This is an optimization exercise on Yosys and OpenROAD, whose aim is small area, a short achievable clock period and few clock cycles, not a production implementation.
At most, simulation tests tie the RTL to the original design; equivalence was not proved.
Function not checked in runs 3 to 5: the RTL went through the layout flow alone.

--- config.mk ---
export PLATFORM = sky130hd
export DESIGN_NAME = lmfe_top
export DESIGN_NICKNAME = lmfe_top
export VERILOG_FILES = /design/flow/design.v
export SDC_FILE = /design/flow/constraint.sdc
export NUM_CORES = 4
export LEC_CHECK = 0
export ABC_CLOCK_PERIOD_IN_PS = 5000
export CAP_MARGIN = 20
export CORE_MARGIN = 2
export CORE_UTILIZATION = 22
export PLACE_DENSITY = 0.3
export SETUP_SLACK_MARGIN = 4
export SLEW_MARGIN = 20
--- constraint.sdc ---
create_clock -name core_clock -period 10.0 [get_ports {clk}]
set_input_delay 2.0000 -clock core_clock [delete_from_list [all_inputs] [get_ports {clk}]]
set_output_delay 2.0000 -clock core_clock [all_outputs]
set_load 0.01 [all_outputs]
--- design.v ---
module lmfe_med49 (
	clk,
	INS,
	TR,
	ZF,
	MED
);
input			clk;
input	[7:0]	INS;
input	[2:0]	TR;		 
input			ZF;		 
output	[7:0]	MED;	 
reg		[7:0]	slot [0:55];
reg		[55:0]	flag;
reg		[5:0]	Z;		 
reg		[4:0]	L;		 
reg				d7;
reg		[5:0]	mb;		 
integer			p;
reg		[6:0]	ins_rot;
always @ * begin
	case (TR)
		3'd0: ins_rot = {INS[5:0], INS[6]};
		3'd1: ins_rot = {INS[4:0], INS[6:5]};
		3'd2: ins_rot = {INS[3:0], INS[6:4]};
		3'd3: ins_rot = {INS[2:0], INS[6:3]};
		3'd4: ins_rot = {INS[1:0], INS[6:2]};
		3'd5: ins_rot = {INS[0], INS[6:1]};
		default: ins_rot = INS[6:0];
	endcase
end
reg		[6:0]	s;
always @ * begin
	s = {2'd0, L};
	for (p = 0; p < 56; p = p + 1)
		s = s + {6'd0, flag[p] & ~slot[p][6]};
end
wire	dec0 = (s >= 7'd25);	 
reg		[2:0]	znew, zold;
always @ * begin
	znew = {2'd0, ~INS[7]};
	for (p = 0; p < 6; p = p + 1)
		znew = znew + {2'd0, ~slot[p][7]};
	zold = 3'd0;
	for (p = 48; p < 55; p = p + 1)
		zold = zold + {2'd0, ~slot[p][7]};
end
wire	[5:0]	zn = Z + {3'd0, znew} - {3'd0, zold};
wire			d7n = (zn < 6'd25);
wire			init = (TR == 3'd6);
assign MED = {d7, mb, ~dec0};
always @ (posedge clk) begin
	slot[0] <= {INS[7], ins_rot};
	for (p = 0; p < 55; p = p + 1)
		slot[p+1] <= {slot[p][7], slot[p][5:0], slot[p][6]};
	mb <= {mb[4:0], ~dec0};
	if (init) begin
		flag[0] <= (INS[7] == d7n);
		for (p = 0; p < 48; p = p + 1)
			flag[p+1] <= (slot[p][7] == d7n);
		for (p = 48; p < 55; p = p + 1)
			flag[p+1] <= 1'b0;
		d7 <= d7n;
		L  <= d7n ? zn[4:0] : 5'd0;
	end else begin
		flag[0] <= 1'b0;
		for (p = 0; p < 55; p = p + 1)
			flag[p+1] <= flag[p] & (slot[p][6] ^ dec0);
		if (!dec0) L <= s[4:0];
	end
	if (ZF)
		Z <= 6'd49;
	else if (init)
		Z <= zn;
end
endmodule
module lmfe_filter_ctrl (
	clk,
	RST,
	IEN,
	DIN,
	Q,
	MED,
	A,
	D,
	CEN,
	WEN,
	INS,
	TR,
	ZF,
	DOUT,
	OV,
	BZ
);
input			clk;
input			RST;
input			IEN;
input	[7:0]	DIN;
input	[7:0]	Q;
input	[7:0]	MED;
output	[9:0]	A;
output	[7:0]	D;
output			CEN;
output			WEN;
output	[7:0]	INS;
output	[2:0]	TR;
output			ZF;
output	[7:0]	DOUT;
output			OV;
output			BZ;
localparam ST_IDL  = 2'd0;
localparam ST_LOAD = 2'd1;
localparam ST_RUN  = 2'd2;
localparam ST_END  = 2'd3;
reg		[9:0]	A;
reg		[7:0]	D;
reg				CEN;
reg				WEN;
reg		[7:0]	DOUT;
reg				OV;
reg				BZ;
reg		[1:0]	state;
reg		[2:0]	t;		 
reg		[7:0]	j;		 
reg		[7:0]	y;		 
reg				v1, v2;	 
reg				d1, d2;	 
reg				okA, okB;	 
wire	run = (state == ST_RUN);
wire	col_in = ~j[7];						 
wire	[7:0] yt = y + {5'd0, t};			 
wire	rd_ok = run && col_in && (t != 3'd6) && (yt >= 8'd3) && (yt <= 8'd130);
wire	wr_ok = run && col_in && (y <= 8'd124);
wire	[2:0] rrow = y[2:0] + t + 3'd5;		 
wire	[2:0] wrow = y[2:0] + 3'd3;			 
wire	last_load = (y[1:0] == 2'd2) && (j[6:0] == 7'd127);
wire	last_col = (j == 8'd130);
assign TR = (t >= 3'd2) ? (t - 3'd2) : (t + 3'd5);
assign ZF = ~run;
assign INS = v2 ? (d2 ? D : Q) : 8'd0;
always @ (posedge clk, posedge RST) begin
	if (RST) begin
		state <= ST_IDL;
		t <= 3'd0;
		j <= 8'd0;
		y <= 8'd0;
		A <= 10'd0;
		D <= 8'd0;
		CEN <= 1'b1;
		WEN <= 1'b1;
		DOUT <= 8'd0;
		OV <= 1'b0;
		BZ <= 1'b0;
		v1 <= 1'b0;
		v2 <= 1'b0;
		d1 <= 1'b0;
		d2 <= 1'b0;
		okA <= 1'b0;
		okB <= 1'b0;
	end else begin
		v2 <= v1;
		d2 <= d1;
		v1 <= 1'b0;
		d1 <= 1'b0;
		OV <= 1'b0;
		case (state)
			ST_IDL: begin
				CEN <= 1'b1;
				WEN <= 1'b1;
				if (IEN) begin
					A <= 10'd0;
					D <= DIN;
					CEN <= 1'b0;
					WEN <= 1'b0;
					j <= 8'd1;
					y <= 8'd0;
					state <= ST_LOAD;
				end
			end
			ST_LOAD: begin
				A <= {1'b0, y[1:0], j[6:0]};
				D <= DIN;
				CEN <= 1'b0;
				WEN <= 1'b0;
				{y[1:0], j[6:0]} <= {y[1:0], j[6:0]} + 9'd1;
				if (last_load) begin
					BZ <= 1'b1;
					state <= ST_RUN;
					t <= 3'd0;
					j <= 8'd0;
					y <= 8'd0;
				end
			end
			ST_RUN: begin
				if (t == 3'd6) begin
					A <= {wrow, j[6:0]};
					CEN <= ~wr_ok;
					WEN <= 1'b0;
					v1 <= wr_ok;
					d1 <= 1'b1;
				end else begin
					A <= {rrow, j[6:0]};
					CEN <= ~rd_ok;
					WEN <= 1'b1;
					v1 <= rd_ok;
				end
				if (t == 3'd5) D <= DIN;
				BZ <= ~((t == 3'd4) && wr_ok);
				if (t == 3'd1) begin
					OV <= okB;
					DOUT <= MED;
				end
				if (t == 3'd6) begin
					t <= 3'd0;
					okA <= (j >= 8'd3) && (y <= 8'd127);
					okB <= okA;
					if (last_col) begin
						j <= 8'd0;
						y <= y + 8'd1;
					end else begin
						j <= j + 8'd1;
					end
				end else begin
					t <= t + 3'd1;
				end
				if ((y == 8'd128) && (j == 8'd1) && (t == 3'd1)) begin
					state <= ST_END;
				end
			end
			ST_END: begin
				CEN <= 1'b1;
				WEN <= 1'b1;
				BZ <= 1'b1;
			end
		endcase
	end
end
endmodule
module lmfe_top (
	clk,
	reset,
	Din,
	in_en,
	busy,
	out_valid,
	Dout,
	sram_a,
	sram_d,
	sram_cen,
	sram_wen,
	sram_q
);
input			clk;
input			reset;
input	[7:0]	Din;
input			in_en;
output			busy;
output			out_valid;
output	[7:0]	Dout;
output	[9:0]	sram_a;
output	[7:0]	sram_d;
output			sram_cen;
output			sram_wen;
input	[7:0]	sram_q;
wire	[7:0]	ins;
wire	[2:0]	tr;
wire			zforce;
wire	[7:0]	med;
lmfe_filter_ctrl i_lmfe_filter_ctrl (
	.clk	(clk),
	.RST	(reset),
	.IEN	(in_en),
	.DIN	(Din),
	.Q		(sram_q),
	.MED	(med),
	.A		(sram_a),
	.D		(sram_d),
	.CEN	(sram_cen),
	.WEN	(sram_wen),
	.INS	(ins),
	.TR		(tr),
	.ZF		(zforce),
	.DOUT	(Dout),
	.OV		(out_valid),
	.BZ		(busy)
);
lmfe_med49 i_lmfe_med49 (
	.clk	(clk),
	.INS	(ins),
	.TR		(tr),
	.ZF		(zforce),
	.MED	(med)
);
endmodule
--- run.sh ---
#!/bin/bash
# synth_recipe.tcl (not shown) runs the flow's synth.tcl, then flattens the netlist and writes it again
# the make line also repeats each setting of config.mk as NAME=value (left out here)
make -C /OpenROAD-flow-scripts/flow DESIGN_CONFIG=/design/flow/config.mk WORK_HOME=/design/flow/orfs CLKGATE_MAP_FILE= SYNTH_SCRIPT=/design/flow/synth_recipe.tcl finish
==> notes.md, run 1 <==
* Primary FF master, synth: dfxtp_1
* Largest net degree at the start of global routing at 76
* Gpl congestion at 0.712
* Initial antenna violation count at 1
* Deepest clock path buffer count at 3
* CTS Hold Bufs at 0
* Residual DRC at 0
* Syn nets at 1648
* Initial Util at 22.2%
* Grt met1 use at 14.2%
* Syn_area_per_cell at 12.3 um^2
* Final Hold Viols at 0
* Layout cells sized above 1 at 19.5%
* Die width at 294 um
* Top cells by count, synth: dfxtp_1, inv_1, nand2_1
* Crit path kind: reg -> reg
* Post-Place Worst Slack at 2.31 ns
* Max Cap Viol at 0
* EDFF count, synth at 6
* Worst slew pin tran at 1.00 ns
* RSZ-0062 raised after global routing: true
* Iter 0 DRT Violations at 415
* First-pass GRT wire length at 69.6 mm
* Mapped cell area at 18500 um^2
* Synth top area share at 53.3%
* IO buf count at 48
* Final Setup Violations at 0
* Root Driver: clkbuf_16
* Post-route minimum period at 7.07 ns
* TritonRoute pass-1 iters at 5
* Synthesis-stage register bit count at 557
* Synth top area cells: dfxtp_1, dfrtp_1, fa_1
* Total negative slack at 0 ns
* Global route hottest layer: met2
* Die Y at 294 um
* Per-cell routed wire length at 16.2 um
* Cell Count, Final, Fillers Out at 2750
* Slew HR at 32.2%
* Area Growth Syn to Fin at 29.1%
* R2R Path End: i_lmfe_med49.flag[14]
* Worst-path clk slew at 0.06 ns
* Routing usage on met2 at 16.8%
* CP arrival at 7.62 ns
* H-tree levels at 2
* Clock Skew at 0.0162 ns
* Worst-Skew Late Latency at 0.61 ns
* Met3 GRT Util at 1.93%
* Global route overflow at 0
* Ports at 49
* R2R Path Start: i_lmfe_med49.slot[35][6]
* Hold WS at 0.318 ns
* Largest area contributor in the netlist: dfxtp_1
* Post-DRT Antenna Nets at 0
* Outcome: finished clean
* Synth unique cells at 72
* Post-synthesis sequential area ratio at 62.0%
* Vias in the first global route at 11388
* Clock sink count at 557
* Ys Warns at 3
* Most frequent cell after synthesis: dfxtp_1
* DR vias at 10876
* Req. time, crit path at 10.55 ns
* CTS tree: built
* Slew Viols, Final at 0
* Final net count at 1755
* Final wirelength at 44.6 mm
* Final worst slack at 2.93 ns
* GRT Total Usage at 10.5%
* Fmax at 141 MHz
* Placed insts at 2583
* Crit path launch type: flop
* Critical Path End: i_lmfe_med49.flag[14]
* DP Wirelength at 27.9 mm
* Row count at 106
* Asr flop ratio synth at 10.2%
* Worst R2R Setup Slack at 2.93 ns
* Core area at 83600 um^2
* Final worst-path cycle share at 70.7%
* Worst Setup SP: i_lmfe_med49.slot[35][6]
* Worst Hold Class: reg -> reg
* Die area at 86600 um^2
* Synth Instances at 1511
* Num CTS Buffers at 61
* Worst Reg-to-Reg Cells at 23
* Number of vias per cell at 3.95
* Worst-path fanout max at 5
* Crit end category: flop
## stage by stage
stage / area (um^2) / utilization (%)
floorplan: 19000 / -
finish: 23900 / 28.6
global route: 23900 / 28.6
global placement: 20600 / 24.6
CTS: 23600 / 28.2
detailed placement: 20600 / 24.6
## placed cells by master, fill, tap and decap left out, types with 33 or more instances in the layout
master,count
clkdlybuf4s50_1,47
ha_1,53
inv_1,98
xnor2_1,33
a211o_1,36
dfrtp_1,55
fa_1,55
clkbuf_16,66
o21ai_0,34
nand2b_1,37
nor2_1,38
nand2_1,101
dfxtp_1,482
## worst max-delay path: stages, from the launching register on
cell	delay (ns)
dfxtp_4	0.35
nand2b_4	0.15
fa_2	0.53
fa_1	0.55
inv_1	0.05
fa_1	0.49
inv_2	0.05
fa_1	0.54
fa_1	0.43
fa_1	0.52
fa_1	0.44
fa_1	0.51
inv_1	0.04
ha_2	0.19
fa_2	0.39
a211oi_4	0.28
or2_4	0.17
nand4b_1	0.18
buf_4	0.22
o22a_4	0.26
buf_6	0.15
clkbuf_16	0.16
a211oi_1	0.24
a211o_1	0.13
## cells by family (layout without fill, tap and decap cells)
logic type	Yosys count	in the layout	synth area share, %
DFF	557	557	62.0
xor gates and xnor gates	73	73	3.45
buffers and inverters	173	330	3.71
muxes	40	40	2.47
adders and majority gates	118	118	10.4
and+or+nand+nor	328	328	9.35
AOI/OAI and AO/OA	222	223	8.64
other	0	1	0
## state kept, by name, summed over array words and instances, names as in the netlist, 5 cells and up
register	count
i_lmfe_filter_ctrl.A	10
i_lmfe_filter_ctrl.y	8
i_lmfe_med49.Z	6
i_lmfe_med49.slot	426
i_lmfe_filter_ctrl.DOUT	8
i_lmfe_med49.flag	56
i_lmfe_filter_ctrl.D	8
i_lmfe_med49.L	5
i_lmfe_filter_ctrl.j	8
i_lmfe_med49.mb	6
## layout make-up
class	instances	area, um^2
multi-input combinational	782	7150
sequential	557	11500
timing repair buffer	111	1360
clock inverter	20	272
antenna	1	2.50
inverter	105	397
clock buffer	94	1880
fill	8550	59600
tap	1080	1350
## timing repair
action                     4_1_cts  5_1_grt
setup buffers                   33        6
gates resized for setup         76       51
setup endpoints to repair       71       69
cloned                          11        2
pin swaps                       23       51
## layer usage
| layer | routed length [um] | part of all wire (%) | vias up |
|---|---|---|---|
| met5 | 0 | 0 | - |
| met1 | 21300 | 48 | 5293 |
| met3 | 1450 | 3.2 | 68 |
| met4 | 1280 | 2.9 | 0 |
| li1 | - | - | 5380 |
| met2 | 20600 | 46 | 135 |
## worst min-delay path by stage
stage / startpoint / to / slack [ns] / cells past startpoint
after floorplan: i_lmfe_med49.slot[8][5] / i_lmfe_med49.slot[9][6] / 0.31 / 0
after global placement: i_lmfe_med49.slot[18][3] / i_lmfe_med49.slot[19][4] / 0.31 / 0
after detailed placement: i_lmfe_med49.slot[11][5] / i_lmfe_med49.slot[12][6] / 0.31 / 0
after CTS: i_lmfe_med49.slot[1][3] / i_lmfe_med49.slot[2][4] / 0.31 / 0
after global routing: i_lmfe_med49.slot[5][2] / i_lmfe_med49.slot[6][3] / 0.33 / 0
final: i_lmfe_med49.slot[23][1] / i_lmfe_med49.slot[24][2] / 0.32 / 0
Testbench counts, summed over its fixed seeds: cycles 706,620.
==> run 2: changes to the inputs <==
--- a/config.mk
+++ b/config.mk
@@ -6,9 +6,7 @@
 export NUM_CORES = 4
 export LEC_CHECK = 0
-export ABC_CLOCK_PERIOD_IN_PS = 5000
 export CAP_MARGIN = 20
 export CORE_MARGIN = 2
 export CORE_UTILIZATION = 22
 export PLACE_DENSITY = 0.3
-export SETUP_SLACK_MARGIN = 4
 export SLEW_MARGIN = 20
==> run 2 against run 1 <==
Compared with the run above: sequential share of layout area grew 3.2 points; area after synthesis unchanged; non-clock buffer count is 51 lower; clock-buffer cell count is 7 lower; die area did not move.
==> notes.md, run 2 <==
* Outcome: finished clean
* TritonRoute pass-1 iters at 5
* Ports at 49
* Number of vias per cell at 3.92
* Final net count at 1708
* CTS tree: built
* Core area at 83600 um^2
* Max Used Layer: met4
* Area Growth Syn to Fin at 20.9%
* Bufs and invs on worst path at 3
* Worst-Skew Late Latency at 0.59 ns
* Ys Warns at 3
* Final wirelength at 40.5 mm
* Initial antenna violation count at 0
* Worst Hold Class: reg -> reg
* Final Setup Violations at 0
* Largest area contributor in the netlist: dfxtp_1
* Per-cell routed wire length at 15.0 um
* DP Wirelength at 27.0 mm
* Synth Instances at 1511
* Synth top area share at 53.3%
* Total negative slack at 0 ns
* Worst slew pin tran at 0.956 ns
* Most frequent cells in the layout: dfxtp_1, nand2_1, inv_1
* IO buf count at 48
* Metal3 WL at 1.63 mm
* Vias in the first global route at 11060
* Synth unique cells at 72
* Root Driver: clkbuf_16
* Initial Util at 22.2%
* Worst path cell trace: nor2b_1 > ha_1 > inv_1 > fa_1 > fa_1 > fa_1 > fa_1 > fa_1 > fa_1 > fa_1 > fa_1 > inv_1 > ha_1 > fa_1 > a211oi_1 > o21bai_1 > a211oi_1 > o22a_1 > buf_4 > a211oi_1 > a211o_1
* Die Y at 294 um
* Post-CTS Resized at 0
* Synth top area cells: dfxtp_1, dfrtp_1, fa_1
* Mapped cell area at 18500 um^2
* Routed length on met1 at 19.6 mm
* Num CTS Buffers at 66
* Die width at 294 um
* Layout cells sized above 1 at 10.2%
* RSZ-0062 raised after global routing: false
* Clock Skew at 0.0262 ns
* Max FFs per register at 426
* Post-CTS setup buffer count at 0
* Syn_area_per_cell at 12.3 um^2
* Global route overflow at 0
* Primary FF master, synth: dfxtp_1
* Biggest register: i_lmfe_med49.slot
* CTS Hold Bufs at 0
* Most frequent CP cell: fa_1
* Commonest non-fill, non-tap cell in the layout: dfxtp_1
* CP arrival at 8.86 ns
* Residual DRC at 0
* Clock sink count at 557
* Fmax at 119 MHz
* Crit path kind: reg -> reg
* H-tree levels at 3
* Top cells by count, synth: dfxtp_1, inv_1, nand2_1
* Req. time, crit path at 10.46 ns
* Slowest stage delay, CP at 0.82 ns
* DR vias at 10570
* Worst-path fanout max at 19
* First-pass GRT wire length at 64.6 mm
* CP delay by family, top: adder cells
* Deepest clock path buffer count at 3
* Post-Place Cell Area at 20300 um^2
* Row count at 106
* Iter 0 DRT Violations at 404
* Slew Viols, Final at 0
* EDFF count, synth at 6
* Worst R2R Setup Slack at 1.60 ns
* Post-route minimum period at 8.40 ns
* Max Cap Viol at 0
* GRT Total Usage at 9.67%
* Diodes inserted at 0
* Largest registers: i_lmfe_med49.slot: 426 flops, i_lmfe_med49.flag: 56 flops, i_lmfe_filter_ctrl.A: 10 flops
* Largest net degree at the start of global routing at 83
* Syn nets at 1648
* Cell Count, Final, Fillers Out at 2698
* Asr flop ratio synth at 10.2%
* Slew HR at 36.3%
* Worst-path clk slew at 0.06 ns
* Final Hold Viols at 0
* Filler Cell Count at 8646
* Final worst-path cycle share at 84.0%
* Placed insts at 2583
* Fin area at 22400 um^2
* Gpl congestion at 0.708
* Post-synthesis sequential area ratio at 62.0%
* Crit end category: flop
* Post-DRT Antenna Nets at 0
* Synthesis-stage register bit count at 557
* Slowest cell on the critical path: o22a_1
* Met2 WL at 18.1 mm
* Most frequent cell after synthesis: dfxtp_1
* Crit path launch type: flop
* Die area at 86600 um^2
[run 2: metrics by stage]
| stage | setup WS (ns) | utilization (%) | hold slack (ns) |
|---|---|---|---|
| after detailed placement | 1.43 | 24.2 | 0.312 |
| after global routing | 1.11 | 26.8 | 0.320 |
| final | 1.60 | 26.8 | 0.308 |
| after CTS | 1.41 | 26.8 | 0.308 |
| after global placement | 1.57 | 24.2 | 0.310 |
| after floorplan | 2.57 | - | 0.310 |
[run 2: final timing paths]
path,from,endpoint,cells past startpoint
max in group asynchronous,reset,i_lmfe_filter_ctrl.D[4],3
setup reg to reg,i_lmfe_med49.flag[0],i_lmfe_med49.flag[14],21
min in group asynchronous,reset,i_lmfe_filter_ctrl.D[7],3
hold / removal,i_lmfe_med49.slot[3][4],i_lmfe_med49.slot[4][5],0
hold reg to reg,i_lmfe_med49.slot[3][4],i_lmfe_med49.slot[4][5],0
setup / recovery,i_lmfe_med49.flag[0],i_lmfe_med49.flag[14],21
[run 2: per-layer routing]
metal	vias up	track usage, %
met3	72	2.41
met2	185	14.9
met5	-	0
li1	5262	-
met1	5051	13.1
met4	0	3.53
[run 2: cell type report]
| cell class | count | area, um^2 | share of cell area (%) |
|---|---|---|---|
| Sequential cell | 557 | 11500 | 51.3 |
| Multi-Input combinational cell | 781 | 6430 | 28.7 |
| Clock buffer | 87 | 1830 | 8.18 |
| Tap cell | 1080 | 1350 | 6.03 |
| Timing Repair Buffer | 60 | 583 | 2.60 |
| Inverter | 105 | 397 | 1.77 |
| Clock inverter | 28 | 319 | 1.42 |
[run 2: kinds of logic (layout without fill, tap and decap cells)]
kind of cell / count (synthesis) / in the layout / synth area share (%)
multiplexers: 40 / 40 / 2.47
buffers and inverters: 173 / 280 / 3.71
adder cells (fa/ha/maj): 118 / 118 / 10.4
AO/OA/AOI/OAI: 222 / 222 / 8.64
flip-flops: 557 / 557 / 62.0
XOR/XNOR: 73 / 73 / 3.45
AND/OR/NAND/NOR: 328 / 328 / 9.35
==> run 3: changes to the inputs <==
--- a/design.v
+++ b/design.v
@@ -15,4 +15,5 @@
 reg		[5:0]	Z;		 
 reg		[4:0]	L;		 
+reg		[5:0]	CA, CB;	 
 reg				d7;
 reg		[5:0]	mb;		 
@@ -30,11 +31,7 @@
 	endcase
 end
-reg		[6:0]	s;
-always @ * begin
-	s = {2'd0, L};
-	for (p = 0; p < 56; p = p + 1)
-		s = s + {6'd0, flag[p] & ~slot[p][6]};
-end
-wire	dec0 = (s >= 7'd25);	 
+wire			init = (TR == 3'd6);
+wire	[6:0]	s = {2'd0, L} + {1'd0, CA} + {1'd0, CB};
+wire			dec0 = (s >= 7'd25);	 
 reg		[2:0]	znew, zold;
 always @ * begin
@@ -48,5 +45,20 @@
 wire	[5:0]	zn = Z + {3'd0, znew} - {3'd0, zold};
 wire			d7n = (zn < 6'd25);
-wire			init = (TR == 3'd6);
+reg		[56:0]	x0, x1;
+reg				fe, bb;
+always @ * begin
+	for (p = 0; p < 56; p = p + 1) begin
+		fe = init ? (p < 48) : flag[p];
+		bb = init ? slot[p][7] : slot[p][6];
+		x0[p] = fe & ~bb & ~slot[p][5];
+		x1[p] = fe & bb & ~slot[p][5];
+	end
+	x0[56] = init & ~INS[7] & ~INS[6];
+	x1[56] = init & INS[7] & ~INS[6];
+end
+wire	[5:0]	C0A, C0B, C1A, C1B;
+lmfe_popc57 i_pc0 (.x(x0), .A(C0A), .B(C0B));
+lmfe_popc57 i_pc1 (.x(x1), .A(C1A), .B(C1B));
+wire			sel0 = init ? ~d7n : dec0;
 assign MED = {d7, mb, ~dec0};
 always @ (posedge clk) begin
@@ -55,4 +67,6 @@
 		slot[p+1] <= {slot[p][7], slot[p][5:0], slot[p][6]};
 	mb <= {mb[4:0], ~dec0};
+	CA <= sel0 ? C0A : C1A;
+	CB <= sel0 ? C0B : C1B;
 	if (init) begin
 		flag[0] <= (INS[7] == d7n);
@@ -75,4 +89,239 @@
 end
 endmodule
+module lmfe_popc57 (x, A, B);
+input	[56:0]	x;
+output	[5:0]	A;
+output	[5:0]	B;
+wire s1;
+wire c2;
+assign s1 = x[0] ^ x[1] ^ x[2];
+assign c2 = (x[0] & x[1]) | (x[0] & x[2]) | (x[1] & x[2]);
+wire s3;
+wire c4;
+assign s3 = x[3] ^ x[4] ^ x[5];
+assign c4 = (x[3] & x[4]) | (x[3] & x[5]) | (x[4] & x[5]);
+wire s5;
+wire c6;
+assign s5 = x[6] ^ x[7] ^ x[8];
+assign c6 = (x[6] & x[7]) | (x[6] & x[8]) | (x[7] & x[8]);
+wire s7;
+wire c8;
+assign s7 = x[9] ^ x[10] ^ x[11];
+assign c8 = (x[9] & x[10]) | (x[9] & x[11]) | (x[10] & x[11]);
+wire s9;
+wire c10;
+assign s9 = x[12] ^ x[13] ^ x[14];
+assign c10 = (x[12] & x[13]) | (x[12] & x[14]) | (x[13] & x[14]);
+wire s11;
+wire c12;
+assign s11 = x[15] ^ x[16] ^ x[17];
+assign c12 = (x[15] & x[16]) | (x[15] & x[17]) | (x[16] & x[17]);
+wire s13;
+wire c14;
+assign s13 = x[18] ^ x[19] ^ x[20];
+assign c14 = (x[18] & x[19]) | (x[18] & x[20]) | (x[19] & x[20]);
+wire s15;
+wire c16;
+assign s15 = x[21] ^ x[22];
+assign c16 = x[21] & x[22];
+wire s17;
+wire c18;
+assign s17 = x[23] ^ x[24] ^ x[25];
+assign c18 = (x[23] & x[24]) | (x[23] & x[25]) | (x[24] & x[25]);
+wire s19;
+wire c20;
+assign s19 = x[26] ^ x[27] ^ x[28];
+assign c20 = (x[26] & x[27]) | (x[26] & x[28]) | (x[27] & x[28]);
+wire s21;
+wire c22;
+assign s21 = x[29] ^ x[30] ^ x[31];
+assign c22 = (x[29] & x[30]) | (x[29] & x[31]) | (x[30] & x[31]);
+wire s23;
+wire c24;
+assign s23 = x[32] ^ x[33] ^ x[34];
+assign c24 = (x[32] & x[33]) | (x[32] & x[34]) | (x[33] & x[34]);
+wire s25;
+wire c26;
+assign s25 = x[35] ^ x[36] ^ x[37];
+assign c26 = (x[35] & x[36]) | (x[35] & x[37]) | (x[36] & x[37]);
+wire s27;
+wire c28;
+assign s27 = x[38] ^ x[39] ^ x[40];
+assign c28 = (x[38] & x[39]) | (x[38] & x[40]) | (x[39] & x[40]);
+wire s29;
+wire c30;
+assign s29 = x[41] ^ x[42] ^ x[43];
+assign c30 = (x[41] & x[42]) | (x[41] & x[43]) | (x[42] & x[43]);
+wire s31;
+wire c32;
+assign s31 = x[44] ^ x[45] ^ x[46];
+assign c32 = (x[44] & x[45]) | (x[44] & x[46]) | (x[45] & x[46]);
+wire s33;
+wire c34;
+assign s33 = x[47] ^ x[48] ^ x[49];
+assign c34 = (x[47] & x[48]) | (x[47] & x[49]) | (x[48] & x[49]);
+wire s35;
+wire c36;
+assign s35 = x[50] ^ x[51] ^ x[52];
+assign c36 = (x[50] & x[51]) | (x[50] & x[52]) | (x[51] & x[52]);
+wire s37;
+wire c38;
+assign s37 = x[53] ^ x[54] ^ x[55];
+assign c38 = (x[53] & x[54]) | (x[53] & x[55]) | (x[54] & x[55]);
+wire s39;
+wire c40;
+assign s39 = x[56] ^ s1;
+assign c40 = x[56] & s1;
+wire s41;
+wire c42;
+assign s41 = c2 ^ c4;
+assign c42 = c2 & c4;
+wire s43;
+wire c44;
+assign s43 = s3 ^ s5 ^ s7;
+assign c44 = (s3 & s5) | (s3 & s7) | (s5 & s7);
+wire s45;
+wire c46;
+assign s45 = s9 ^ s11 ^ s13;
+assign c46 = (s9 & s11) | (s9 & s13) | (s11 & s13);
+wire s47;
+wire c48;
+assign s47 = s15 ^ s17 ^ s19;
+assign c48 = (s15 & s17) | (s15 & s19) | (s17 & s19);
+wire s49;
+wire c50;
+assign s49 = c6 ^ c8 ^ c10;
+assign c50 = (c6 & c8) | (c6 & c10) | (c8 & c10);
+wire s51;
+wire c52;
+assign s51 = c12 ^ c14 ^ c16;
+assign c52 = (c12 & c14) | (c12 & c16) | (c14 & c16);
+wire s53;
+wire c54;
+assign s53 = c18 ^ c20 ^ c22;
+assign c54 = (c18 & c20) | (c18 & c22) | (c20 & c22);
+wire s55;
+wire c56;
+assign s55 = c24 ^ c26 ^ c28;
+assign c56 = (c24 & c26) | (c24 & c28) | (c26 & c28);
+wire s57;
+wire c58;
+assign s57 = c30 ^ c32;
+assign c58 = c30 & c32;
+wire s59;
+wire c60;
+assign s59 = s21 ^ s23 ^ s25;
+assign c60 = (s21 & s23) | (s21 & s25) | (s23 & s25);
+wire s61;
+wire c62;
+assign s61 = s27 ^ s29 ^ s31;
+assign c62 = (s27 & s29) | (s27 & s31) | (s29 & s31);
+wire s63;
+wire c64;
+assign s63 = c34 ^ c36 ^ c38;
+assign c64 = (c34 & c36) | (c34 & c38) | (c36 & c38);
+wire s65;
+wire c66;
+assign s65 = c40 ^ s41 ^ c44;
+assign c66 = (c40 & s41) | (c40 & c44) | (s41 & c44);
+wire s67;
+wire c68;
+assign s67 = c46 ^ c48 ^ s49;
+assign c68 = (c46 & c48) | (c46 & s49) | (c48 & s49);
+wire s69;
+wire c70;
+assign s69 = s33 ^ s35 ^ s37;
+assign c70 = (s33 & s35) | (s33 & s37) | (s35 & s37);
+wire s71;
+wire c72;
+assign s71 = s39 ^ s43;
+assign c72 = s39 & s43;
+wire s73;
+wire c74;
+assign s73 = s51 ^ s53 ^ s55;
+assign c74 = (s51 & s53) | (s51 & s55) | (s53 & s55);
+wire s75;
+wire c76;
+assign s75 = s57 ^ c60 ^ c62;
+assign c76 = (s57 & c60) | (s57 & c62) | (c60 & c62);
+wire s77;
+wire c78;
+assign s77 = s63 ^ s65;
+assign c78 = s63 & s65;
+wire s79;
+wire c80;
+assign s79 = c42 ^ c50 ^ c52;
+assign c80 = (c42 & c50) | (c42 & c52) | (c50 & c52);
+wire s81;
+wire c82;
+assign s81 = c54 ^ c56 ^ c58;
+assign c82 = (c54 & c56) | (c54 & c58) | (c56 & c58);
+wire s83;
+wire c84;
+assign s83 = c64 ^ c66 ^ c68;
+assign c84 = (c64 & c66) | (c64 & c68) | (c66 & c68);
+wire s85;
+wire c86;
+assign s85 = s45 ^ s47 ^ s59;
+assign c86 = (s45 & s47) | (s45 & s59) | (s47 & s59);
+wire s87;
+wire c88;
+assign s87 = s67 ^ c70 ^ c72;
+assign c88 = (s67 & c70) | (s67 & c72) | (c70 & c72);
+wire s89;
+wire c90;
+assign s89 = s73 ^ s75;
+assign c90 = s73 & s75;
+wire s91;
+wire c92;
+assign s91 = c74 ^ c76 ^ c78;
+assign c92 = (c74 & c76) | (c74 & c78) | (c76 & c78);
+wire s93;
+wire c94;
+assign s93 = s79 ^ s81 ^ s83;
+assign c94 = (s79 & s81) | (s79 & s83) | (s81 & s83);
+wire s95;
+wire c96;
+assign s95 = c80 ^ c82;
+assign c96 = c80 & c82;
+wire s97;
+wire c98;
+assign s97 = s61 ^ s69;
+assign c98 = s61 & s69;
+wire s99;
+wire c100;
+assign s99 = s77 ^ c86 ^ s87;
+assign c100 = (s77 & c86) | (s77 & s87) | (c86 & s87);
+wire s101;
+wire c102;
+assign s101 = c88 ^ c90 ^ s91;
+assign c102 = (c88 & c90) | (c88 & s91) | (c90 & s91);
+wire s103;
+wire c104;
+assign s103 = c84 ^ c92 ^ c94;
+assign c104 = (c84 & c92) | (c84 & c94) | (c92 & c94);
+wire s105;
+wire c106;
+assign s105 = s71 ^ s85;
+assign c106 = s71 & s85;
+wire s107;
+wire c108;
+assign s107 = s89 ^ c98 ^ s99;
+assign c108 = (s89 & c98) | (s89 & s99) | (c98 & s99);
+wire s109;
+wire c110;
+assign s109 = s93 ^ c100 ^ s101;
+assign c110 = (s93 & c100) | (s93 & s101) | (c100 & s101);
+wire s111;
+wire c112;
+assign s111 = s95 ^ c102 ^ s103;
+assign c112 = (s95 & c102) | (s95 & s103) | (c102 & s103);
+wire s113;
+wire c114;
+assign s113 = c96 ^ c104;
+assign c114 = c96 & c104;
+assign A = {c114, c112, c110, c108, c106, s97};
+assign B = {1'b0, s113, s111, s109, s107, s105};
+endmodule
 module lmfe_filter_ctrl (
 	clk,
--- a/config.mk
+++ b/config.mk
@@ -6,7 +6,9 @@
 export NUM_CORES = 4
 export LEC_CHECK = 0
+export ABC_CLOCK_PERIOD_IN_PS = 4000
 export CAP_MARGIN = 20
 export CORE_MARGIN = 2
-export CORE_UTILIZATION = 22
-export PLACE_DENSITY = 0.3
+export CORE_UTILIZATION = 40
+export PLACE_DENSITY = 0.55
+export SETUP_SLACK_MARGIN = 5
 export SLEW_MARGIN = 20
==> run 3 against run 2 <==
Compared with the run above: flip-flop and latch count up 17; synthesized cell count is 23% higher; first-iteration DRC count grew 130%; worst setup slack better by 2.1 ns; highest routed layer unchanged; die area down 37%; register-to-register slack improved by 2.2 ns; critical path depth stayed put.
==> notes.md, run 3 <==
* Num CTS Buffers at 57
* Crit path kind: in -> reg
* Top cells by count, synth: dfxtp_1, nor2_1, inv_1
* Syn_area_per_cell at 11.3 um^2
* Multiplexer share of the synthesized area at 4.44%
* Ys Warns at 3
* Iter 0 DRT Violations at 939
* Largest net degree at the start of global routing at 68
* Post-route minimum period at 6.34 ns
* DP Wirelength at 28.3 mm
* CTS Hold Bufs at 0
* Most frequent cell after synthesis: dfxtp_1
* Vias in the first global route at 13712
* Synth top area cells: dfxtp_1, fa_1, dfrtp_1
* Syn nets at 2053
* Total negative slack at 0 ns
* Row count at 84
* Core area at 52300 um^2
* RSZ-0062 raised after global routing: true
* Diodes inserted at 0
* Die Y at 234 um
* Asr flop ratio synth at 9.93%
* Synth Instances at 1862
* Fmax at 158 MHz
* Post-synthesis sequential area ratio at 56.0%
* Die width at 234 um
* Worst-path fanout max at 6
* Post-layout util at 48.5%
* Commonest non-fill, non-tap cell in the layout: dfxtp_1
* Clock sink count at 574
* Largest family of logic cells by synthesized area: adder cells
* Max FFs per register at 432
* Slew HR at 32.5%
* Slowest stage delay, CP at 0.55 ns
* H-tree levels at 2
* Worst-path clk slew at 0.06 ns
* Root Driver: clkbuf_16
* CP delay by family, top: adder cells
* Initial antenna violation count at 0
* CP arrival at 6.83 ns
* Layout cells sized above 1 at 13.9%
* Deepest clock path buffer count at 3
* Slew Viols, Final at 0
* Primary FF master, synth: dfxtp_1
* Area Growth Syn to Fin at 20.1%
* Worst-Skew Late Latency at 0.61 ns
* Gpl congestion at 0.839
* Final wirelength at 46.5 mm
* Largest area contributor in the netlist: dfxtp_1
* Die area at 54700 um^2
* Mapped cell area at 21100 um^2
* Most frequent cells in the layout: dfxtp_1, nor2_1, inv_1
* Initial Util at 40.4%
* Max Cap Viol at 0
* Simple-Gate Fraction of Synth Area at 11.3%
* Worst Hold Class: reg -> reg
* Worst path cell trace: buf_6 > mux2_4 > nand2_4 > ha_4 > fa_1 > fa_1 > ha_2 > fa_2 > inv_2 > fa_2 > inv_2 > ha_4 > a211oi_4 > buf_4 > buf_6 > nor2_4 > nor3_4 > a31o_2 > a2bb2oi_4 > buf_12 > mux2_4
* DR vias at 13343
* Global route overflow at 0
* Xor and xnor area share after synthesis at 0.995%
* Largest registers: i_lmfe_med49.slot: 432 flops, i_lmfe_med49.flag: 56 flops, i_lmfe_filter_ctrl.A: 10 flops
* CTS tree: built
* Final Hold Viols at 0
* Worst slew pin tran at 1.01 ns
* IO buf count at 48
* Per-cell routed wire length at 17.4 um
* Synthesis-stage register bit count at 574
* Final Setup Violations at 0
* Final worst-path cycle share at 63.4%
* Final net count at 2141
* First-pass GRT wire length at 74.3 mm
* Biggest register: i_lmfe_med49.slot
* Synth Area in Compound Gates at 8.97%
* Outcome: finished clean
* Synth unique cells at 70
* Post-Synth Adder-Cell Area at 14.1%
* Post-DRT Antenna Nets at 0
* Slowest cell on the critical path: fa_2
* TritonRoute pass-1 iters at 5
* Bufs and invs on worst path at 6
* Ports at 49
* Residual DRC at 0
* Number of vias per cell at 4.98
* EDFF count, synth at 6
* Crit path launch type: primary input
* Req. time, crit path at 10.49 ns
* Clock Skew at 0.0232 ns
* Synth top area share at 48.4%
* GRT Total Usage at 17.3%
* Crit end category: flop
run 3: cell types whose count changed after synthesis, sizes merged, moves of 47 or more:
cell and delta:
nor2 +134, inv +57, and3 +55, nor3b +53, fa +50, a21oi +47
run 3: repair_timing:
action / CTS / global route
buffers inserted: 18 / 11
pin swaps: 46 / 25
gates cloned: 13 / 3
resized for setup: 82 / 52
endpoints found under the setup margin: 71 / 71
run 3: cells by family (layout without fill, tap and decap cells):
logic type	after synthesis	after routing
muxes	89	89
AOI/OAI and AO/OA	290	290
and+or+nand+nor	480	486
buffers and inverters	233	358
DFF	574	574
adders and majority gates	172	172
xor gates and xnor gates	24	24
run 3: through the flow:
step / instance area (um^2) / hold WS, ns / cells / setup WS [ns]
3_5_place_dp: 22400 / 0.312 / 2534 / 1.79
6_report: 25400 / 0.321 / 2681 / 3.66
2_1_floorplan: 21300 / 0.310 / 1862 / 3.53
4_1_cts: 25000 / 0.322 / 2667 / 3.60
3_3_place_gp: 22400 / 0.310 / 2534 / 1.94
5_1_grt: 25400 / 0.327 / 2681 / 3.50
run 3: path summary, 6_finish.rpt:
path | start | end | slack, ns | depth (start not counted)
setup / recovery | sram_q[7] | i_lmfe_med49.CA[1] | 3.66 | 21
hold / removal | i_lmfe_med49.slot[38][1] | i_lmfe_med49.slot[39][2] | 0.32 | 0
setup reg to reg | i_lmfe_filter_ctrl.t[1] | i_lmfe_med49.CB[3] | 3.78 | 22
hold reg to reg | i_lmfe_med49.slot[38][1] | i_lmfe_med49.slot[39][2] | 0.32 | 0
max in group asynchronous | reset | i_lmfe_filter_ctrl.t[0] | 7.55 | 3
min in group asynchronous | reset | i_lmfe_filter_ctrl.DOUT[6] | 1.89 | 3
run 3: per-layer routing:
metal / global-route usage (%) / vias to the layer above / part of all wire, %
li1: - / 6427 / -
met5: 0 / - / 0
met2: 27.7 / 325 / 47
met1: 23.6 / 6525 / 46
met3: 3.32 / 66 / 4.8
met4: 5.58 / 0 / 2.5
run 3: cell type report:
class	count	area [um^2]
inverters	162	632
repair buffers	93	1160
repair inverters	1	8.76
clock inverters	32	439
clock buffers	70	1580
multi-input cells	1061	8850
flip-flops and latches	574	11800
well taps	688	861
fillers	4703	27000
==> run 4: changes to the inputs <==
--- a/config.mk
+++ b/config.mk
@@ -6,9 +6,8 @@
 export NUM_CORES = 4
 export LEC_CHECK = 0
-export ABC_CLOCK_PERIOD_IN_PS = 4000
 export CAP_MARGIN = 20
 export CORE_MARGIN = 2
 export CORE_UTILIZATION = 40
 export PLACE_DENSITY = 0.55
-export SETUP_SLACK_MARGIN = 5
+export SETUP_SLACK_MARGIN = 3
 export SLEW_MARGIN = 20
==> run 4 against run 3 <==
Compared with the run above: register-to-register slack got worse by 0.34 ns; sequential share of layout area up 1.8 points; utilization down 1.8 points; cell area down 3.6%; area after synthesis stayed put; still clean; clock skew rose by 0.00075 ns.
==> notes.md, run 4 <==
* Outcome: finished clean
* Fin area at 24400 um^2
* Die area at 54700 um^2
* Post-synthesis sequential area ratio at 56.0%
* Residual DRC at 0
* Post-layout util at 46.7%
* Post-DRT Antenna Nets at 0
* Diodes inserted at 0
* Clock sink count at 574
* Worst-path fanout max at 50
* Iter 0 DRT Violations at 878
* Final wirelength at 42.8 mm
* CP arrival at 7.29 ns
* Final net count at 2105
* Synth unique cells at 70
* Global route overflow at 0
* Final Setup Violations at 0
* Worst-path clk slew at 0.07 ns
* Fmax at 147 MHz
* Crit end category: flop
* EDFF count, synth at 6
* Synth Instances at 1862
* GRT Total Usage at 16.0%
* Crit path launch type: primary input
* Core area at 52300 um^2
* Req. time, crit path at 10.48 ns
* Area Growth Syn to Fin at 15.7%
* Crit path kind: in -> reg
* Initial antenna violation count at 0
* Total negative slack at 0 ns
* First-pass GRT wire length at 69.5 mm
* Largest net degree at the start of global routing at 85
* Slew Viols, Final at 0
* CTS Hold Bufs at 0
* Layout cells sized above 1 at 9.44%
* DR vias at 13012
* Final Hold Viols at 0
* Worst-Skew Late Latency at 0.62 ns
* Post-Place Cell Area at 22300 um^2
* DP Wirelength at 28.2 mm
* Worst R2R Setup Slack at 3.44 ns
* Post-route minimum period at 6.81 ns
* Root Driver: clkbuf_16
* Mapped cell area at 21100 um^2
* Vias in the first global route at 13178
* Ports at 49
* Commonest non-fill, non-tap cell in the layout: dfxtp_1
* Ys Warns at 3
* Largest registers: i_lmfe_med49.slot: 432 flops, i_lmfe_med49.flag: 56 flops, i_lmfe_filter_ctrl.A: 10 flops
* Most frequent cell after synthesis: dfxtp_1
* Gpl congestion at 0.810
* IO buf count at 48
* Per-cell routed wire length at 16.2 um
* Worst Hold Class: reg -> reg
* RSZ-0062 raised after global routing: false
* Top cells by count, synth: dfxtp_1, nor2_1, inv_1
* Deepest clock path buffer count at 3
* Largest area contributor in the netlist: dfxtp_1
* Max Cap Viol at 0
* Biggest register: i_lmfe_med49.slot
* Syn nets at 2053
* Clock Skew at 0.0239 ns
* Slew HR at 29.6%
* Number of vias per cell at 4.92
* Most frequent cells in the layout: dfxtp_1, nor2_1, inv_1
* CTS tree: built
* TritonRoute pass-1 iters at 5
* H-tree levels at 2
* Synthesis-stage register bit count at 574
* Initial Util at 40.4%
* Asr flop ratio synth at 9.93%
* Synth top area share at 48.4%
* Num CTS Buffers at 56
* Die Y at 234 um
* Die width at 234 um
* Max FFs per register at 432
* Syn_area_per_cell at 11.3 um^2
* Worst slew pin tran at 1.06 ns
* Row count at 84
* Final worst-path cycle share at 68.1%
* Primary FF master, synth: dfxtp_1
* Synth top area cells: dfxtp_1, fa_1, dfrtp_1
-- run 4: final timing paths --
path / from / to / cells past startpoint
worst min-delay path: i_lmfe_med49.slot[16][2] / i_lmfe_med49.slot[17][3] / 0
max in group asynchronous: reset / i_lmfe_filter_ctrl.t[2] / 3
worst min register to register: i_lmfe_med49.slot[16][2] / i_lmfe_med49.slot[17][3] / 0
worst max-delay path: sram_q[7] / i_lmfe_med49.flag[23] / 19
min in group asynchronous: reset / i_lmfe_filter_ctrl.DOUT[0] / 3
worst max register to register: i_lmfe_filter_ctrl.t[1] / i_lmfe_med49.CB[3] / 19
-- run 4: kinds of logic (layout without fill, tap and decap cells) --
kind of cell               count (synthesis)  after routing  share of synthesized area [%]
adders and majority gates                172            172                           14.1
xor gates and xnor gates                  24             24                          0.995
DFF                                      574            574                           56.0
and+or+nand+nor                          480            482                           11.3
AOI/OAI and AO/OA                        290            290                           8.97
buffers and inverters                    233            328                           4.22
muxes                                     89             89                           4.44
-- run 4: what timing repair did --
action	4_1_cts	5_1_grt
resized for setup	16	12
setup buffers	1	2
hold endpoints to repair	0	0
pin swaps	2	5
gates cloned	3	1
endpoints found under the setup margin	66	66
-- run 4: cell type report --
type / count / area (um^2)
Timing Repair Buffer: 63 / 706
Clock inverter: 27 / 253
Sequential cell: 574 / 11800
Inverter: 162 / 634
Multi-Input combinational cell: 1057 / 8510
Fill cell: 4775 / 27900
Clock buffer: 76 / 1640
Tap cell: 688 / 861
-- run 4: through the flow --
step / hold WS [ns] / worst slack, ns / instances
2_1_floorplan: 0.310 / 3.01 / 1862
5_1_grt: 0.329 / 2.98 / 2647
4_1_cts: 0.325 / 3.01 / 2643
3_3_place_gp: 0.310 / 1.66 / 2536
6_report: 0.324 / 3.19 / 2647
3_5_place_dp: 0.312 / 1.61 / 2536
-- run 4: worst max-delay path, cell delays in order --
cell	delay, ns
clkdlybuf4s50_1	0.40
mux2_2	0.27
nand2_2	0.11
ha_1	0.26
fa_1	0.54
fa_1	0.43
ha_1	0.22
fa_1	0.37
xnor2_1	0.16
fa_1	0.51
inv_1	0.04
ha_1	0.34
nor2b_1	0.15
o21a_1	0.17
or3_1	0.34
and3_1	0.25
clkbuf_8	0.27
o21ai_0	0.27
o211ai_1	0.12
-- run 4: metal layers --
layer	global-route usage (%)	part of all wire (%)
met4	6.23	2.8
met1	22.0	47
met2	25.1	46
met3	2.70	4.4
met5	0	0
==> run 5: changes to the inputs <==
--- a/design.v
+++ b/design.v
@@ -2,5 +2,8 @@
 	clk,
 	INS,
+	PIX,
 	TR,
+	INIT,
+	PRE,
 	ZF,
 	MED
@@ -8,5 +11,8 @@
 input			clk;
 input	[7:0]	INS;
+input	[7:0]	PIX;	 
 input	[2:0]	TR;		 
+input			INIT;	 
+input			PRE;	 
 input			ZF;		 
 output	[7:0]	MED;	 
@@ -31,10 +37,10 @@
 	endcase
 end
-wire			init = (TR == 3'd6);
+wire			init = INIT;
 wire	[6:0]	s = {2'd0, L} + {1'd0, CA} + {1'd0, CB};
 wire			dec0 = (s >= 7'd25);	 
 reg		[2:0]	znew, zold;
 always @ * begin
-	znew = {2'd0, ~INS[7]};
+	znew = {2'd0, ~PIX[7]};
 	for (p = 0; p < 6; p = p + 1)
 		znew = znew + {2'd0, ~slot[p][7]};
@@ -46,14 +52,11 @@
 wire			d7n = (zn < 6'd25);
 reg		[56:0]	x0, x1;
-reg				fe, bb;
 always @ * begin
 	for (p = 0; p < 56; p = p + 1) begin
-		fe = init ? (p < 48) : flag[p];
-		bb = init ? slot[p][7] : slot[p][6];
-		x0[p] = fe & ~bb & ~slot[p][5];
-		x1[p] = fe & bb & ~slot[p][5];
+		x0[p] = ~slot[p][5] & ((flag[p] & ~slot[p][6]) | ((p < 48) & init & ~slot[p][7]));
+		x1[p] = ~slot[p][5] & ((flag[p] & slot[p][6]) | ((p < 48) & init & slot[p][7]));
 	end
-	x0[56] = init & ~INS[7] & ~INS[6];
-	x1[56] = init & INS[7] & ~INS[6];
+	x0[56] = init & ~PIX[7] & ~PIX[6];
+	x1[56] = init & PIX[7] & ~PIX[6];
 end
 wire	[5:0]	C0A, C0B, C1A, C1B;
@@ -70,5 +73,5 @@
 	CB <= sel0 ? C0B : C1B;
 	if (init) begin
-		flag[0] <= (INS[7] == d7n);
+		flag[0] <= (PIX[7] == d7n);
 		for (p = 0; p < 48; p = p + 1)
 			flag[p+1] <= (slot[p][7] == d7n);
@@ -80,5 +83,5 @@
 		flag[0] <= 1'b0;
 		for (p = 0; p < 55; p = p + 1)
-			flag[p+1] <= flag[p] & (slot[p][6] ^ dec0);
+			flag[p+1] <= flag[p] & (slot[p][6] ^ dec0) & ~PRE;
 		if (!dec0) L <= s[4:0];
 	end
@@ -336,5 +339,8 @@
 	WEN,
 	INS,
+	PIX,
 	TR,
+	INIT,
+	PRE,
 	ZF,
 	DOUT,
@@ -353,5 +359,8 @@
 output			WEN;
 output	[7:0]	INS;
+output	[7:0]	PIX;
 output	[2:0]	TR;
+output			INIT;
+output			PRE;
 output			ZF;
 output	[7:0]	DOUT;
@@ -376,4 +385,6 @@
 reg				d1, d2;	 
 reg				okA, okB;	 
+reg				INIT;		 
+reg				PRE;		 
 wire	run = (state == ST_RUN);
 wire	col_in = ~j[7];						 
@@ -388,92 +399,41 @@
 assign ZF = ~run;
 assign INS = v2 ? (d2 ? D : Q) : 8'd0;
+assign PIX = v2 ? D : 8'd0;
 always @ (posedge clk, posedge RST) begin
 	if (RST) begin
 		state <= ST_IDL;
-		t <= 3'd0;
-		j <= 8'd0;
-		y <= 8'd0;
-		A <= 10'd0;
-		D <= 8'd0;
 		CEN <= 1'b1;
 		WEN <= 1'b1;
-		DOUT <= 8'd0;
 		OV <= 1'b0;
 		BZ <= 1'b0;
-		v1 <= 1'b0;
-		v2 <= 1'b0;
-		d1 <= 1'b0;
-		d2 <= 1'b0;
 		okA <= 1'b0;
 		okB <= 1'b0;
 	end else begin
-		v2 <= v1;
-		d2 <= d1;
-		v1 <= 1'b0;
-		d1 <= 1'b0;
 		OV <= 1'b0;
 		case (state)
 			ST_IDL: begin
-				CEN <= 1'b1;
-				WEN <= 1'b1;
-				if (IEN) begin
-					A <= 10'd0;
-					D <= DIN;
-					CEN <= 1'b0;
-					WEN <= 1'b0;
-					j <= 8'd1;
-					y <= 8'd0;
-					state <= ST_LOAD;
-				end
+				CEN <= ~IEN;
+				WEN <= ~IEN;
+				if (IEN) state <= ST_LOAD;	 
 			end
 			ST_LOAD: begin
-				A <= {1'b0, y[1:0], j[6:0]};
-				D <= DIN;
 				CEN <= 1'b0;
 				WEN <= 1'b0;
-				{y[1:0], j[6:0]} <= {y[1:0], j[6:0]} + 9'd1;
 				if (last_load) begin
 					BZ <= 1'b1;
 					state <= ST_RUN;
-					t <= 3'd0;
-					j <= 8'd0;
-					y <= 8'd0;
 				end
 			end
 			ST_RUN: begin
-				if (t == 3'd6) begin
-					A <= {wrow, j[6:0]};
-					CEN <= ~wr_ok;
-					WEN <= 1'b0;
-					v1 <= wr_ok;
-					d1 <= 1'b1;
-				end else begin
-					A <= {rrow, j[6:0]};
-					CEN <= ~rd_ok;
-					WEN <= 1'b1;
-					v1 <= rd_ok;
-				end
-				if (t == 3'd5) D <= DIN;
+				CEN <= (t == 3'd6) ? ~wr_ok : ~rd_ok;
+				WEN <= (t != 3'd6);
 				BZ <= ~((t == 3'd4) && wr_ok);
-				if (t == 3'd1) begin
-					OV <= okB;
-					DOUT <= MED;
-				end
+				if (t == 3'd1) OV <= okB;
 				if (t == 3'd6) begin
-					t <= 3'd0;
-					okA <= (j >= 8'd3) && (y <= 8'd127);
+					okA <= (j >= 8'd3) && ~y[7];
 					okB <= okA;
-					if (last_col) begin
-						j <= 8'd0;
-						y <= y + 8'd1;
-					end else begin
-						j <= j + 8'd1;
-					end
-				end else begin
-					t <= t + 3'd1;
 				end
-				if ((y == 8'd128) && (j == 8'd1) && (t == 3'd1)) begin
+				if ((y == 8'd128) && (j == 8'd1) && (t == 3'd1))
 					state <= ST_END;
-				end
 			end
 			ST_END: begin
@@ -485,4 +445,55 @@
 	end
 end
+always @ (posedge clk) begin
+	v2 <= v1;
+	d2 <= d1;
+	v1 <= 1'b0;
+	d1 <= 1'b0;
+	INIT <= run && (t == 3'd0);
+	PRE <= run && (t == 3'd6);
+	case (state)
+		ST_IDL: begin
+			A <= 10'd0;
+			D <= DIN;
+			j <= 8'd1;
+			y <= 8'd0;
+		end
+		ST_LOAD: begin
+			A <= {1'b0, y[1:0], j[6:0]};
+			D <= DIN;
+			{y[1:0], j[6:0]} <= {y[1:0], j[6:0]} + 9'd1;
+			if (last_load) begin
+				t <= 3'd0;
+				j <= 8'd0;
+				y <= 8'd0;
+			end
+		end
+		ST_RUN: begin
+			if (t == 3'd6) begin
+				A <= {wrow, j[6:0]};
+				v1 <= wr_ok;
+				d1 <= 1'b1;
+			end else begin
+				A <= {rrow, j[6:0]};
+				v1 <= rd_ok;
+			end
+			if (t == 3'd5) D <= DIN;
+			if (t == 3'd1) DOUT <= MED;
+			if (t == 3'd6) begin
+				t <= 3'd0;
+				if (last_col) begin
+					j <= 8'd0;
+					y <= y + 8'd1;
+				end else begin
+					j <= j + 8'd1;
+				end
+			end else begin
+				t <= t + 3'd1;
+			end
+		end
+		default: begin
+		end
+	endcase
+end
 endmodule
 module lmfe_top (
@@ -513,5 +524,8 @@
 input	[7:0]	sram_q;
 wire	[7:0]	ins;
+wire	[7:0]	pix;
 wire	[2:0]	tr;
+wire			init;
+wire			pre;
 wire			zforce;
 wire	[7:0]	med;
@@ -528,5 +542,8 @@
 	.WEN	(sram_wen),
 	.INS	(ins),
+	.PIX	(pix),
 	.TR		(tr),
+	.INIT	(init),
+	.PRE	(pre),
 	.ZF		(zforce),
 	.DOUT	(Dout),
@@ -537,5 +554,8 @@
 	.clk	(clk),
 	.INS	(ins),
+	.PIX	(pix),
 	.TR		(tr),
+	.INIT	(init),
+	.PRE	(pre),
 	.ZF		(zforce),
 	.MED	(med)
--- a/config.mk
+++ b/config.mk
@@ -8,6 +8,6 @@
 export CAP_MARGIN = 20
 export CORE_MARGIN = 2
-export CORE_UTILIZATION = 40
-export PLACE_DENSITY = 0.55
-export SETUP_SLACK_MARGIN = 3
+export CORE_UTILIZATION = 50
+export PLACE_DENSITY = 0.65
+export SETUP_SLACK_MARGIN = 5
 export SLEW_MARGIN = 20
==> run 5 against run 4 <==
Compared with the run above: final cell count fell by 7.6%; largest cell class unchanged; register-to-register slack improved by 1.5 ns; first-iteration DRC count rose by 9.6%; clock-buffer cell count fell by 3; area after synthesis rose by 0.70%.
==> notes.md, run 5 <==
* Crit path kind: reg -> reg
* Asr flop ratio synth at 1.39%
* Synth Instances at 1774
* Largest area contributor in the netlist: dfxtp_1
* Die width at 210 um
* Syn nets at 1963
* Outcome: finished clean
* Diodes inserted at 0
* Post-synthesis sequential area ratio at 56.8%
* Biggest register: i_lmfe_med49.slot
* Area of the multi-input gates at 8670 um^2
* Post-Place Worst Slack at 3.84 ns
* Crit path launch type: flop
* Hold WS at 0.319 ns
* Largest registers: i_lmfe_med49.slot: 432 flops, i_lmfe_med49.flag: 56 flops, i_lmfe_filter_ctrl.A: 10 flops
* Synth top area share at 48.7%
* Post-Place Cell Area at 22300 um^2
* Iter 0 DRT Violations at 962
* Initial antenna violation count at 0
* First-pass GRT wire length at 69.8 mm
* Core area at 41900 um^2
* Final wirelength at 45.3 mm
* Layout cells sized above 1 at 12.4%
* Mapped cell area at 21300 um^2
* CP arrival at 5.51 ns
* Largest net degree at the start of global routing at 62
* Syn_area_per_cell at 12.0 um^2
* Primary FF master, synth: dfxtp_1
* Max FFs per register at 432
* DP Wirelength at 27.9 mm
* Slew Viols, Final at 0
* Final worst slack at 4.98 ns
* Filler Cell Count at 3336
* Fin area at 25000 um^2
* Most frequent cells in the layout: dfxtp_1, inv_1, fa_1
* Post-route minimum period at 5.02 ns
* Synth unique cells at 70
* GRT Total Usage at 20.3%
* Ys Warns at 3
* Worst-Skew Late Latency at 0.60 ns
* Residual DRC at 0
* Fmax at 199 MHz
* Ports at 49
* FF/Latch Area at 12100 um^2
* Die Y at 210 um
* Per-cell routed wire length at 18.5 um
* RSZ-0062 raised after global routing: true
* Number of vias per cell at 5.28
* Synth top area cells: dfxtp_1, fa_1, edfxtp_1
* CTS tree: built
* Final Setup Violations at 0
* EDFF count, synth at 51
* Req. time, crit path at 10.49 ns
* Total negative slack at 0 ns
* Clock sink count at 576
* Clock Skew at 0.0133 ns
* Crit end category: flop
* H-tree levels at 2
* Final Hold Viols at 0
* Final worst-path cycle share at 50.2%
* Worst slew pin tran at 1.09 ns
* Die area at 44200 um^2
* Slew HR at 27.5%
* Area Growth Syn to Fin at 17.5%
* Worst-path clk slew at 0.07 ns
* Post-DRT Antenna Nets at 0
* Worst-path fanout max at 7
* Max Cap Viol at 0
* Most frequent cell after synthesis: dfxtp_1
* Top cells by count, synth: dfxtp_1, inv_1, fa_1
* TritonRoute pass-1 iters at 5
* Final net count at 2055
* Row count at 75
* Gpl congestion at 0.858
* Synthesis-stage register bit count at 576
* Vias in the first global route at 13133
* Root Driver: clkbuf_16
* Global route overflow at 0
* IO buf count at 48
* DR vias at 12915
* Initial Util at 50.7%
* Worst Hold Class: reg -> reg
* Num CTS Buffers at 56
* Deepest clock path buffer count at 3
* Commonest non-fill, non-tap cell in the layout: dfxtp_1
run 5: worst paths after layout:
check	to	cells after the start	startpoint	slack, ns
min in group asynchronous	i_lmfe_filter_ctrl.OV	2	reset	1.65
hold reg to reg	i_lmfe_med49.slot[16][5]	0	i_lmfe_med49.slot[15][4]	0.32
hold / removal	i_lmfe_med49.slot[16][5]	0	i_lmfe_med49.slot[15][4]	0.32
max in group asynchronous	i_lmfe_filter_ctrl.WEN	2	reset	8.07
setup reg to reg	i_lmfe_med49.CB[4]	17	i_lmfe_filter_ctrl.D[7]	4.98
setup / recovery	i_lmfe_med49.CB[4]	17	i_lmfe_filter_ctrl.D[7]	4.98
run 5: layout make-up:
type	count	area share, %
Sequential cell	576	48.4
Inverter	142	2.15
Clock inverter	27	1.03
Multi-Input combinational cell	996	34.7
Timing Repair Buffer	94	4.58
Tap cell	539	2.70
Clock buffer	73	6.48
run 5: logic make-up (layout without fill, tap and decap cells):
group / Yosys count / count (layout) / synth area share [%]
compound gates: 268 / 270 / 8.93
simple gates: 434 / 434 / 10.8
xor+xnor: 82 / 82 / 3.41
fa+ha+maj: 170 / 170 / 13.8
mux: 40 / 40 / 2.29
flops: 576 / 576 / 56.8
buf+inv: 204 / 336 / 3.96
run 5: routing by layer:
metal  GRT usage, %  part of all wire (%)
met1           27.1                    44
met5              0                     0
met2           32.6                    47
met3           4.86                   6.4
met4           6.58                   2.5
run 5: critical path, stage by stage (launching register included):
cell	delay (ns)
edfxtp_1	0.41
nand2_2	0.14
ha_4	0.22
fa_1	0.49
fa_1	0.50
ha_2	0.17
inv_2	0.03
fa_1	0.48
inv_2	0.04
fa_1	0.49
ha_1	0.33
a211oi_4	0.25
o21bai_2	0.13
a21oi_4	0.24
xor2_4	0.23
buf_12	0.16
o2bb2ai_4	0.21
mux2_2	0.38
run 5: what timing repair did:
| action | CTS | global route |
|---|---|---|
| setup endpoints to repair | 66 | 66 |
| gates cloned | 6 | 6 |
| buffers inserted | 17 | 10 |
| gates resized for setup | 39 | 39 |
| pin swaps | 16 | 27 |
| hold buffers | 0 | 0 |
run 5: stage by stage:
step                utilization, %  std cells
floorplan                        -       1774
CTS                           58.7       2430
global placement              53.1       2307
global route                  59.6       2447
finish                        59.6       2447
detailed placement            53.1       2307

-- port drivers added, routing unchanged --
How much do the figures lean on ideal ports? The routed layouts below were timed once more, with nothing changed but the port constraints. Step 1 sets driving cells, clkbuf_16 on the clock port and buf_2 on the other inputs (assumed; they add their load-dependent delay and slew). Step 2 also shifts input and output timing later by t, the mid clock arrival at the registers, as if the neighbouring blocks saw the same clock. a / b / c = no drivers / after step 1 / after step 2; a / b = the first two.
run	t (ns)	setup slack, ns	worst hold slack (ns)
run 1	0.665	2.928 / 2.928 / 2.805	0.318 / 0.318 / 0.318
run 2	0.638	1.601 / 1.601 / 1.601	0.308 / 0.308 / 0.308
run 3	0.661	3.658 / 3.685 / 3.024	0.321 / 0.321 / 0.321
run 4	0.669	3.193 / 3.225 / 2.555	0.324 / 0.324 / 0.324
run 5	0.655	4.983 / 4.983 / 4.983	0.319 / 0.319 / 0.319
After both steps every run listed still meets setup and hold. For run 4, which loses most, drivers alone change the setup slack by +0.032 ns; drivers and shift together by -0.638 ns.
